This is an optimization exercise on Yosys and OpenROAD, whose aim is small area and a short achievable clock period, not a production implementation. In this exercise RTL edits were held to simulation tests only and were not proved equivalent to the original. Power figures rest on the tool's default switching activity, not on a simulated workload.

Setup of run A:
// pipeline_sum
module pipeline_sum (
    input clk,
    input [15:0] a, b,
    output [31:0] r
);
Settings: LEC_CHECK=0, ABC_AREA=1, CAP_MARGIN=20, CORE_MARGIN=2, CORE_UTILIZATION=55, SLEW_MARGIN=20; clock period 36.0 ns.
standard.sh (not shown) runs the stock make flow with config.mk's settings and CLKGATE_MAP_FILE= SYNTH_SCRIPT=/design/flow/synth_recipe.tcl, a recipe that flattens the netlist after the stock synthesis.
==> flow/flow/run.sh <==
#!/bin/bash
set -euo pipefail
MARGIN=25
PLAT="$FLOW_HOME/platforms/sky130hd/config.mk"
BASE=$(sed -n '/^export DONT_USE_CELLS += /,/^#/p' "$PLAT" | grep -o 'sky130_fd_sc_hd__[a-z0-9_]*' | tr '\n' ' ')
EXTRA=""
for c in maj3_1 maj3_2 maj3_4 fa_1 fa_2 fa_4 fah_1 fahcin_1 fahcon_1 ha_1 ha_2 ha_4; do
  EXTRA="$EXTRA sky130_fd_sc_hd__$c"
done
bash standard.sh SETUP_SLACK_MARGIN=$MARGIN SETUP_MOVE_SEQUENCE=sizeup,swap SKIP_GATE_CLONING=1 \
  "BUFFER_PORTS_ARGS=-buffer_cell sky130_fd_sc_hd__buf_1" \
  "DONT_USE_CELLS=$BASE$EXTRA" finish > make_finish.log 2>&1
Run A completed end to end with timing, DRC and antenna clean.
Setup changes, run A to run B
Settings: swapping 55 for 65 in CORE_UTILIZATION.
-- flow/flow/run.sh --
<<< run A, line 2
set -euo pipefail
MARGIN=25
PLAT="$FLOW_HOME/platforms/sky130hd/config.mk"
>>> run B, line 2
set -euo pipefail
MARGIN=25.5
PLAT="$FLOW_HOME/platforms/sky130hd/config.mk"
==> comparison <==
The flow did not stop early for run B: all stages ran, and the layout cleared the timing, design-rule and antenna checks. Run A was larger in final cell area than run B. Run B against run A: die area shows a reduction of about 15%, wire length of the first global-routing pass -1.3 mm, area growth from synthesis to layout has decreased, net count reported at finish flat, multi-input gate share of the layout cell area grew by 0.40 points. Run B vs run A — total track usage rose 4.1 points. Reported for run A and run B, number of search-and-repair iterations in the first detailed-routing pass turned out identical to the last digit.
The following lists how run C was set up differently from run B:
Settings: changing CORE_UTILIZATION from 65 to 55.
-- flow/flow/run.sh --
<<< run B, line 2
set -euo pipefail
MARGIN=25.5
PLAT="$FLOW_HOME/platforms/sky130hd/config.mk"
>>> run C, line 2
set -euo pipefail
MARGIN=26
PLAT="$FLOW_HOME/platforms/sky130hd/config.mk"
### Flow results
- Run C has die area above what run B had.
- Pin slew with the least headroom to its limit, run B and run C: larger value in run B
- The higher wire length of the first global-routing pass came out of run C.

---

pipeline_sum, a different RTL version from the one above (not shown whole).
For scale: ~1800 cells after synthesis, ~0.011 sq mm of cells after synthesis.
## pipeline_sum
module pipeline_sum (
    input clk,
    input [15:0] a, b,
    output [31:0] r
);
==> flow/config.mk <==
export PLATFORM = sky130hd
export DESIGN_NAME = pipeline_sum
export DESIGN_NICKNAME = pipeline_sum
export VERILOG_FILES = /design/flow/design.v
export SDC_FILE = /design/flow/constraint.sdc
export NUM_CORES = 4
export LEC_CHECK = 0
export ABC_AREA = 1
export CAP_MARGIN = 20
export CORE_MARGIN = 2
export CORE_UTILIZATION = 55
export SLEW_MARGIN = 20
==> flow/constraint.sdc <==
create_clock -name core_clock -period 36.0 [get_ports {clk}]
set_input_delay 7.2000 -clock core_clock [delete_from_list [all_inputs] [get_ports {clk}]]
set_output_delay 7.2000 -clock core_clock [all_outputs]
set_load 0.01 [all_outputs]
==> flow/flow/run.sh <==
#!/bin/bash
set -euo pipefail
MARGIN=25.5
PLAT="$FLOW_HOME/platforms/sky130hd/config.mk"
BASE=$(sed -n '/^export DONT_USE_CELLS += /,/^#/p' "$PLAT" | grep -o 'sky130_fd_sc_hd__[a-z0-9_]*' | tr '\n' ' ')
EXTRA=""
for c in xor3_1 xor3_2 xor3_4 xnor3_1 xnor3_2 xnor3_4 maj3_1 maj3_2 maj3_4 fa_1 fa_2 fa_4 fah_1 fahcin_1 fahcon_1 ha_1 ha_2 ha_4; do
  EXTRA="$EXTRA sky130_fd_sc_hd__$c"
done
bash standard.sh SETUP_SLACK_MARGIN=$MARGIN SETUP_MOVE_SEQUENCE=sizeup,swap SKIP_GATE_CLONING=1 \
  "BUFFER_PORTS_ARGS=-buffer_cell sky130_fd_sc_hd__buf_1" \
  "DONT_USE_CELLS=$BASE$EXTRA" finish > make_finish.log 2>&1
Rerun with:
--- a/flow/flow/run.sh
+++ b/flow/flow/run.sh
@@ -6,3 +6,3 @@
 EXTRA=""
-for c in xor3_1 xor3_2 xor3_4 xnor3_1 xnor3_2 xnor3_4 maj3_1 maj3_2 maj3_4 fa_1 fa_2 fa_4 fah_1 fahcin_1 fahcon_1 ha_1 ha_2 ha_4; do
+for c in maj3_1 maj3_2 maj3_4 fa_1 fa_2 fa_4 fah_1 fahcin_1 fahcon_1 ha_1 ha_2 ha_4; do
   EXTRA="$EXTRA sky130_fd_sc_hd__$c"
What happened: The changed run produced a clean layout; combinational power stays flat; clock power stays flat; non-clock buffer count goes down by 2; design area climbs by about 0.4%; utilization rose by 0.24 points.
Rerun with:
--- a/flow/flow/run.sh
+++ b/flow/flow/run.sh
@@ -6,3 +6,3 @@
 EXTRA=""
-for c in maj3_1 maj3_2 maj3_4 fa_1 fa_2 fa_4 fah_1 fahcin_1 fahcon_1 ha_1 ha_2 ha_4; do
+for c in xor3_1 xor3_2 xor3_4 xnor3_1 xnor3_2 xnor3_4 maj3_1 maj3_2 maj3_4 fa_1 fa_2 fa_4 fah_1 fahcin_1 fahcon_1 ha_1 ha_2 ha_4; do
   EXTRA="$EXTRA sky130_fd_sc_hd__$c"
Clock skew stays flat; hold slack stays flat; utilization came out lower by 0.24 points; cell count came out higher by 0.62%; total power is about the same; cell area came out lower by 0.40%; first-iteration DRC count came out lower by 19%.

separate check: timing with driven ports:
No port has a modelled driver above. Below, the same layouts with a new extraction and two added sets of constraints.
Step 1 (the two cells are an assumption about what drives the block):
set clk [get_ports {clk}]
set_driving_cell -lib_cell sky130_fd_sc_hd__clkbuf_16 $clk
set_driving_cell -lib_cell sky130_fd_sc_hd__buf_2 [delete_from_list [all_inputs] $clk]
Step 2, shift: input delay + t, output delay - t, t = (earliest + latest rising clock arrival at the registers) / 2. This alone moves slack from input paths to output paths.
a / b / c = ideal ports / drivers / drivers and shift; a / b = the first two.
run | t, ns | setup WS [ns] | hold slack, ns | worst register clock-pin slew, ns
run A | 0.397 | 26.403 / 26.403 / 26.076 | 0.327 / 0.327 / 0.327 | 0.08 / 0.08
run B | 0.393 | 26.357 / 26.363 / 25.971 | 0.321 / 0.321 / 0.321 | 0.09 / 0.09
run C | 0.395 | 26.383 / 26.403 / 26.008 | 0.330 / 0.330 / 0.330 | 0.08 / 0.08
the first run of note 2 | 0.406 | 26.535 / 26.564 / 26.158 | 0.333 / 0.333 / 0.333 | 0.09 / 0.09
the second run of note 2 | 0.401 | 26.584 / 26.609 / 26.208 | 0.332 / 0.332 / 0.332 | 0.09 / 0.09
the third run of note 2 | 0.406 | 26.535 / 26.564 / 26.158 | 0.333 / 0.333 / 0.333 | 0.09 / 0.09
After both steps setup and hold are still met in every run listed. The setup slack of run B, which loses most, moves by +0.006 ns with the drivers and by -0.386 ns with both steps.
